From an optimization exercise on the open Yosys and OpenROAD flow, aimed at small area; shortcuts taken in it are not production practice. Where RTL was checked, it was by simulation tests only, not by an equivalence proof against the original.

==> run a <==
// ibis_texture_mapper
module ibis_texture_mapper
#(parameter TILE_SIZE_POW2_MAX = 9,
  parameter WIDTH = 11)
 (input wire logic aclk,
  input wire logic aresetn,
  input wire logic enable,
  input wire logic unsigned [6:0] write_registers,
  input wire logic unsigned [WIDTH - 1:0] x,
  input wire logic unsigned [WIDTH - 1:0] y,
  input wire logic unsigned [2:0] texture_power2,
  input wire logic signed [17:0] texture_matrixA,
  input wire logic signed [17:0] texture_matrixB,
  input wire logic signed [17:0] texture_matrixC,
  input wire logic signed [17:0] texture_matrixD,
  input wire logic signed [17:0] texture_translateX,
  input wire logic signed [17:0] texture_translateY,
  output logic unsigned [(TILE_SIZE_POW2_MAX * 2) - 1:0] map_address,
  output logic stencil_test,
  output logic stencil_step,
  output logic ready);
clock: 10.0 ns
lec_check: 0
abc_area: 1
cap_margin: 20
core_margin: 2
core_utilization: 55
place_density: 0.75
slew_margin: 20
standard.sh (not shown) runs the stock make flow with config.mk's settings and CLKGATE_MAP_FILE= SYNTH_SCRIPT=/design/flow/synth_recipe.tcl, a recipe that flattens the netlist after the stock synthesis.
==> flow/flow/run.sh <==
#!/bin/bash
set -euo pipefail
here=$(pwd)
rm -rf "$here/orfs_scripts"
cp -r "$FLOW_HOME/scripts" "$here/orfs_scripts"
cp "$here/flow/abc_area.script" "$here/orfs_scripts/abc_area.script"
export SCRIPTS_DIR="$here/orfs_scripts"
export SYNTH_ARGS="-noabc"
export BUFFER_PORTS_ARGS="-buffer_cell sky130_fd_sc_hd__buf_1"
export CTS_ARGS="-sink_clustering_enable -repair_clock_nets -dont_use_dummy_load -sink_clustering_size 10 -sink_clustering_max_diameter 40 -buf_list sky130_fd_sc_hd__clkbuf_4"
bash standard.sh > standard.log 2>&1
==> flow/flow/abc_area.script <==
strash
dc2
dch -f
amap
topo
==> inputs of run b, as changes to run a <==
--- a/flow/design.v
+++ b/flow/design.v
@@ -57,23 +57,23 @@
     if(wr & write_registers[3]) r_D <= texture_matrixD;
   end
   wire useT_y = ph2 | ph3 | ph4 | ph6 | ph8;
   wire [17:0] tsel = useT_y ? (r_Ty & {18{r_w[5]}}) : (r_Tx & {18{r_w[4]}});
   logic [9:0] r_xh, r_yh;
   wire [9:0] xyh_n;
-  wire tlo_nz = useT_y ? (r_w[5] & |r_Ty[7:0]) : (r_w[4] & |r_Tx[7:0]);
+  wire tlo_nz = |tsel[7:0];
   ibis_tm_rca #(10) u_xyh(.a({1'b0, ph3 ? y[8:0] : x[8:0]}), .b(~tsel[17:8]), .ci(~tlo_nz), .s(xyh_n));
   always_ff @(posedge aclk) begin
     if(enable & ph1) r_xh <= xyh_n;
     if(enable & ph3) r_yh <= xyh_n;
   end
   wire useY = ph2 | ph4 | ph6 | ph8;
   wire hi   = ph3 | ph4 | ph7 | ph8;
   wire start = ph1 | ph5;
   wire [9:0] hv = useY ? r_yh : r_xh;
-  wire [10:0] win = hi ? {hv, 1'b0} : ~{tlo_nz, tlo_nz, tsel[7:0], 1'b0};
+  wire [10:0] win = hi ? {hv, 1'b0} : {tlo_nz, tlo_nz, tsel[7:0], 1'b0};
   wire selA = enable & (ph1 | ph3);
   wire selB = enable & (ph2 | ph4);
   wire selC = enable & (ph5 | ph7);
   wire selD = enable & (ph6 | ph8);
   wire [17:0] msel = ({18{selA & r_w[0]}} & r_A) | ({18{selB & r_w[1]}} & r_B)
                    | ({18{selC & r_w[2]}} & r_C) | ({18{selD & r_w[3]}} & r_D)
@@ -83,43 +83,43 @@
   always_comb begin
     if(enable & start) acc_in = 28'sd1 << (17 + r_tp);
     else if(enable & (ph3 | ph7)) acc_in = r_S >>> 8;
     else acc_in = r_S;
   end
   wire [27:0] sum;
-  ibis_tm_mac u_mac(.m(msel), .win(win), .acc(acc_in), .sum(sum));
+  ibis_tm_mac u_mac(.m(msel), .win(win), .flip(~hi), .acc(acc_in), .sum(sum));
   always_ff @(posedge aclk) begin
     r_S <= sum;
   end
   function automatic logic zero_hi(input logic [27:0] h, input logic [2:0] tp);
     logic [7:0] m;
     m = 8'hff << tp;  
     zero_hi = ~|h[27:18] & ~|(h[17:10] & m);
   endfunction
-  wire z_S = zero_hi(r_S, r_tp);
   logic [8:0] r_uk;  
   logic r_zu;        
   always_ff @(posedge aclk) begin
-    if(enable & ph5) begin
-      r_uk <= r_S[16:8];
-      r_zu <= z_S;
+    if(enable & ph4) begin
+      r_uk <= sum[16:8];
+      r_zu <= zero_hi(sum, r_tp);
     end
   end
-  wire step_n = ~r_uk[r_tp] & ~r_S[8 + r_tp];  
   logic r_sx, r_sy, r_step;
   always_ff @(posedge aclk) begin
     if(!aresetn) begin
       r_sx <= 1'b0;
       r_sy <= 1'b0;
     end else begin
       if(enable & ph6) r_sx <= r_zu;
-      if(enable & ph9) r_sy <= z_S;
+      if(enable & ph8) r_sy <= zero_hi(sum, r_tp);
     end
   end
   always_ff @(posedge aclk) begin
-    if(enable & ph9) r_step <= step_n;
+    if(enable & ph8) begin
+      r_step <= ~r_uk[r_tp] & ~sum[8 + r_tp];  
+    end
   end
   logic [17:0] r_addr;
   wire [17:0] addr_n;
   wire [8:0] amask = ~(9'h1fc << r_tp);
   wire [17:0] av = {9'b0, r_S[16:8] & amask} << 2;
   wire [17:0] av1 = r_tp[0] ? {av[16:0], 1'b0} : av;
@@ -128,39 +128,39 @@
   assign addr_n = av3 | {9'b0, r_uk & amask};
   always_ff @(posedge aclk) begin
     if(enable & ph9) r_addr <= addr_n;
   end
   assign map_address = r_addr;
   assign ready = ph9;
-  assign stencil_test = r_sx & (ph9 ? z_S : r_sy);
-  assign stencil_step = ph9 ? step_n : r_step;
+  assign stencil_test = r_sx & r_sy;
+  assign stencil_step = r_step;
 endmodule
-module ibis_tm_mac(input wire [17:0] m, input wire [10:0] win, input wire [27:0] acc, output wire [27:0] sum);
+module ibis_tm_mac(input wire [17:0] m, input wire [10:0] win, input wire flip, input wire [27:0] acc, output wire [27:0] sum);
   wire [18:0] m1 = {m[17], m};
   wire [18:0] m2 = {m, 1'b0};
-  wire neg0 = win[2];
+  wire neg0 = win[2] ^ flip;
   wire one0 = win[1] ^ win[0];
   wire two0 = (win[2] & ~win[1] & ~win[0]) | (~win[2] & win[1] & win[0]);
   wire [18:0] r0 = ((m1 ^ {19{neg0}}) & {19{one0}}) | ((m2 ^ {19{neg0}}) & {19{two0}});
   wire nz0 = neg0 & (one0 | two0);
-  wire neg1 = win[4];
+  wire neg1 = win[4] ^ flip;
   wire one1 = win[3] ^ win[2];
   wire two1 = (win[4] & ~win[3] & ~win[2]) | (~win[4] & win[3] & win[2]);
   wire [18:0] r1 = ((m1 ^ {19{neg1}}) & {19{one1}}) | ((m2 ^ {19{neg1}}) & {19{two1}});
   wire nz1 = neg1 & (one1 | two1);
-  wire neg2 = win[6];
+  wire neg2 = win[6] ^ flip;
   wire one2 = win[5] ^ win[4];
   wire two2 = (win[6] & ~win[5] & ~win[4]) | (~win[6] & win[5] & win[4]);
   wire [18:0] r2 = ((m1 ^ {19{neg2}}) & {19{one2}}) | ((m2 ^ {19{neg2}}) & {19{two2}});
   wire nz2 = neg2 & (one2 | two2);
-  wire neg3 = win[8];
+  wire neg3 = win[8] ^ flip;
   wire one3 = win[7] ^ win[6];
   wire two3 = (win[8] & ~win[7] & ~win[6]) | (~win[8] & win[7] & win[6]);
   wire [18:0] r3 = ((m1 ^ {19{neg3}}) & {19{one3}}) | ((m2 ^ {19{neg3}}) & {19{two3}});
   wire nz3 = neg3 & (one3 | two3);
-  wire neg4 = win[10];
+  wire neg4 = win[10] ^ flip;
   wire one4 = win[9] ^ win[8];
   wire two4 = (win[10] & ~win[9] & ~win[8]) | (~win[10] & win[9] & win[8]);
   wire [18:0] r4 = ((m1 ^ {19{neg4}}) & {19{one4}}) | ((m2 ^ {19{neg4}}) & {19{two4}});
   wire nz4 = neg4 & (one4 | two4);
   wire t1 = r0[8] ^ r1[6];
   wire t2 = r0[8] & r1[6];
==> flow/flow/run.sh (replaced) <==
#!/bin/bash
set -euo pipefail
here=$(pwd)
rm -rf "$here/orfs_scripts"
cp -r "$FLOW_HOME/scripts" "$here/orfs_scripts"
cp "$here/flow/abc_area.script" "$here/orfs_scripts/abc_area.script"
export SCRIPTS_DIR="$here/orfs_scripts"
export SYNTH_ARGS="-noabc"
export BUFFER_PORTS_ARGS="-buffer_cell sky130_fd_sc_hd__buf_1"
export CTS_ARGS="-sink_clustering_enable -repair_clock_nets -dont_use_dummy_load -sink_clustering_size 8 -sink_clustering_max_diameter 40 -buf_list sky130_fd_sc_hd__clkbuf_4"
bash standard.sh > standard.log 2>&1
==> flow/flow/abc_area.script (replaced) <==
strash
dc2
dch -f
amap
topo
stime -c
buffer -c
upsize -c
dnsize -c
--- a/flow/config.mk
+++ b/flow/config.mk
@@ -5,9 +5,8 @@
 export SDC_FILE = /design/flow/constraint.sdc
 export NUM_CORES = 4
 export LEC_CHECK = 0
 export ABC_AREA = 1
 export CAP_MARGIN = 20
 export CORE_MARGIN = 2
-export CORE_UTILIZATION = 55
-export PLACE_DENSITY = 0.75
+export CORE_UTILIZATION = 40
 export SLEW_MARGIN = 20
==> inputs of run c, as changes to run a <==
--- a/flow/design.v
+++ b/flow/design.v
@@ -57,23 +57,23 @@
     if(wr & write_registers[3]) r_D <= texture_matrixD;
   end
   wire useT_y = ph2 | ph3 | ph4 | ph6 | ph8;
   wire [17:0] tsel = useT_y ? (r_Ty & {18{r_w[5]}}) : (r_Tx & {18{r_w[4]}});
   logic [9:0] r_xh, r_yh;
   wire [9:0] xyh_n;
-  wire tlo_nz = useT_y ? (r_w[5] & |r_Ty[7:0]) : (r_w[4] & |r_Tx[7:0]);
+  wire tlo_nz = |tsel[7:0];
   ibis_tm_rca #(10) u_xyh(.a({1'b0, ph3 ? y[8:0] : x[8:0]}), .b(~tsel[17:8]), .ci(~tlo_nz), .s(xyh_n));
   always_ff @(posedge aclk) begin
     if(enable & ph1) r_xh <= xyh_n;
     if(enable & ph3) r_yh <= xyh_n;
   end
   wire useY = ph2 | ph4 | ph6 | ph8;
   wire hi   = ph3 | ph4 | ph7 | ph8;
   wire start = ph1 | ph5;
   wire [9:0] hv = useY ? r_yh : r_xh;
-  wire [10:0] win = hi ? {hv, 1'b0} : ~{tlo_nz, tlo_nz, tsel[7:0], 1'b0};
+  wire [10:0] win = hi ? {hv, 1'b0} : {tlo_nz, tlo_nz, tsel[7:0], 1'b0};
   wire selA = enable & (ph1 | ph3);
   wire selB = enable & (ph2 | ph4);
   wire selC = enable & (ph5 | ph7);
   wire selD = enable & (ph6 | ph8);
   wire [17:0] msel = ({18{selA & r_w[0]}} & r_A) | ({18{selB & r_w[1]}} & r_B)
                    | ({18{selC & r_w[2]}} & r_C) | ({18{selD & r_w[3]}} & r_D)
@@ -83,13 +83,13 @@
   always_comb begin
     if(enable & start) acc_in = 28'sd1 << (17 + r_tp);
     else if(enable & (ph3 | ph7)) acc_in = r_S >>> 8;
     else acc_in = r_S;
   end
   wire [27:0] sum;
-  ibis_tm_mac u_mac(.m(msel), .win(win), .acc(acc_in), .sum(sum));
+  ibis_tm_mac u_mac(.m(msel), .win(win), .flip(~hi), .acc(acc_in), .sum(sum));
   always_ff @(posedge aclk) begin
     r_S <= sum;
   end
   function automatic logic zero_hi(input logic [27:0] h, input logic [2:0] tp);
     logic [7:0] m;
     m = 8'hff << tp;  
@@ -131,36 +131,36 @@
   end
   assign map_address = r_addr;
   assign ready = ph9;
   assign stencil_test = r_sx & (ph9 ? z_S : r_sy);
   assign stencil_step = ph9 ? step_n : r_step;
 endmodule
-module ibis_tm_mac(input wire [17:0] m, input wire [10:0] win, input wire [27:0] acc, output wire [27:0] sum);
+module ibis_tm_mac(input wire [17:0] m, input wire [10:0] win, input wire flip, input wire [27:0] acc, output wire [27:0] sum);
   wire [18:0] m1 = {m[17], m};
   wire [18:0] m2 = {m, 1'b0};
-  wire neg0 = win[2];
+  wire neg0 = win[2] ^ flip;
   wire one0 = win[1] ^ win[0];
   wire two0 = (win[2] & ~win[1] & ~win[0]) | (~win[2] & win[1] & win[0]);
   wire [18:0] r0 = ((m1 ^ {19{neg0}}) & {19{one0}}) | ((m2 ^ {19{neg0}}) & {19{two0}});
   wire nz0 = neg0 & (one0 | two0);
-  wire neg1 = win[4];
+  wire neg1 = win[4] ^ flip;
   wire one1 = win[3] ^ win[2];
   wire two1 = (win[4] & ~win[3] & ~win[2]) | (~win[4] & win[3] & win[2]);
   wire [18:0] r1 = ((m1 ^ {19{neg1}}) & {19{one1}}) | ((m2 ^ {19{neg1}}) & {19{two1}});
   wire nz1 = neg1 & (one1 | two1);
-  wire neg2 = win[6];
+  wire neg2 = win[6] ^ flip;
   wire one2 = win[5] ^ win[4];
   wire two2 = (win[6] & ~win[5] & ~win[4]) | (~win[6] & win[5] & win[4]);
   wire [18:0] r2 = ((m1 ^ {19{neg2}}) & {19{one2}}) | ((m2 ^ {19{neg2}}) & {19{two2}});
   wire nz2 = neg2 & (one2 | two2);
-  wire neg3 = win[8];
+  wire neg3 = win[8] ^ flip;
   wire one3 = win[7] ^ win[6];
   wire two3 = (win[8] & ~win[7] & ~win[6]) | (~win[8] & win[7] & win[6]);
   wire [18:0] r3 = ((m1 ^ {19{neg3}}) & {19{one3}}) | ((m2 ^ {19{neg3}}) & {19{two3}});
   wire nz3 = neg3 & (one3 | two3);
-  wire neg4 = win[10];
+  wire neg4 = win[10] ^ flip;
   wire one4 = win[9] ^ win[8];
   wire two4 = (win[10] & ~win[9] & ~win[8]) | (~win[10] & win[9] & win[8]);
   wire [18:0] r4 = ((m1 ^ {19{neg4}}) & {19{one4}}) | ((m2 ^ {19{neg4}}) & {19{two4}});
   wire nz4 = neg4 & (one4 | two4);
   wire t1 = r0[8] ^ r1[6];
   wire t2 = r0[8] & r1[6];
==> flow/flow/run.sh (replaced) <==
#!/bin/bash
set -euo pipefail
here=$(pwd)
rm -rf "$here/orfs_scripts"
cp -r "$FLOW_HOME/scripts" "$here/orfs_scripts"
cp "$here/flow/abc_area.script" "$here/orfs_scripts/abc_area.script"
export SCRIPTS_DIR="$here/orfs_scripts"
export SYNTH_ARGS="-noabc"
export BUFFER_PORTS_ARGS="-buffer_cell sky130_fd_sc_hd__buf_1"
export CTS_ARGS="-sink_clustering_enable -repair_clock_nets -dont_use_dummy_load -sink_clustering_size 8 -sink_clustering_max_diameter 40 -buf_list sky130_fd_sc_hd__clkbuf_4"
bash standard.sh > standard.log 2>&1
==> flow/flow/abc_area.script (replaced) <==
strash
dc2
dch -f
amap
topo
stime -c
buffer -c
upsize -c
dnsize -c
--- a/flow/config.mk
+++ b/flow/config.mk
@@ -5,9 +5,8 @@
 export SDC_FILE = /design/flow/constraint.sdc
 export NUM_CORES = 4
 export LEC_CHECK = 0
 export ABC_AREA = 1
 export CAP_MARGIN = 20
 export CORE_MARGIN = 2
-export CORE_UTILIZATION = 55
-export PLACE_DENSITY = 0.75
+export CORE_UTILIZATION = 40
 export SLEW_MARGIN = 20
==> comparison table <==
| metric | run a | run c | run b |
|---|---|---|---|
| Area of the multi-input gates | 6111 um2 | 6222 um2 | 6172 um2 |
| Share of the core filled with cells in the final layout | 62.65% | 45.12% | 45.69% |
| Overall routed net length | 30,580 um | 32,700 um | 32,230 um |
| Fin area | 13,590 um2 | 13,870 um2 | 13,980 um2 |
| Buffering stage count on the worst path with inverters included | 4 | 6 | 5 |
| Actual transition at the worst max-transition pin | 1.024 ns | 1.036 ns | 1.047 ns |
| Routed len/inst | 19.68 um | 19.39 um | 19.06 um |
| Antenna cell count | 1 | 1 | 2 |
| Worst skew pair latency | 0.67 ns | 0.64 ns | 0.74 ns |
| Count of filler cells inserted in the layout | 1,763 | 2,943 | 2,956 |
| Via count of the first global-routing pass | 9,728 | 9,507 | 9,533 |
| Run status | no timing/DRC/antenna violations | no timing/DRC/antenna violations | no timing/DRC/antenna violations |
| Worst slack at placement | 0.5296 ns | 0.7604 ns | -0.007428 ns |
Only the layout flow was run in run a; the RTL was not checked for function there.

[re-timing with driven ports]
The results above use ideal ports. As a check the final layouts listed here were re-extracted and re-timed, cells and wires unchanged.
Step 1 assumes that a clkbuf_16 drives the clock port and a buf_2 every other input.
Step 2 also shifts input and output timing later by t, the mid clock arrival at the registers, as if the neighbouring blocks saw the same clock.
a / b / c = no drivers / after step 1 / after step 2; a / b = the first two.
run | t, ns | slack for setup (ns) | hold slack, ns
run a | 0.664 | 1.131 / 1.152 / 0.488 | 0.479 / 0.479 / 0.479
run b | 0.733 | 0.840 / 0.860 / 0.127 | 0.456 / 0.456 / 0.456
run c | 0.643 | 1.375 / 1.403 / 0.760 | 0.466 / 0.466 / 0.466
After both steps every run listed still meets setup and hold. For run b, which loses most, drivers alone change the setup slack by +0.020 ns; drivers and shift together by -0.713 ns.
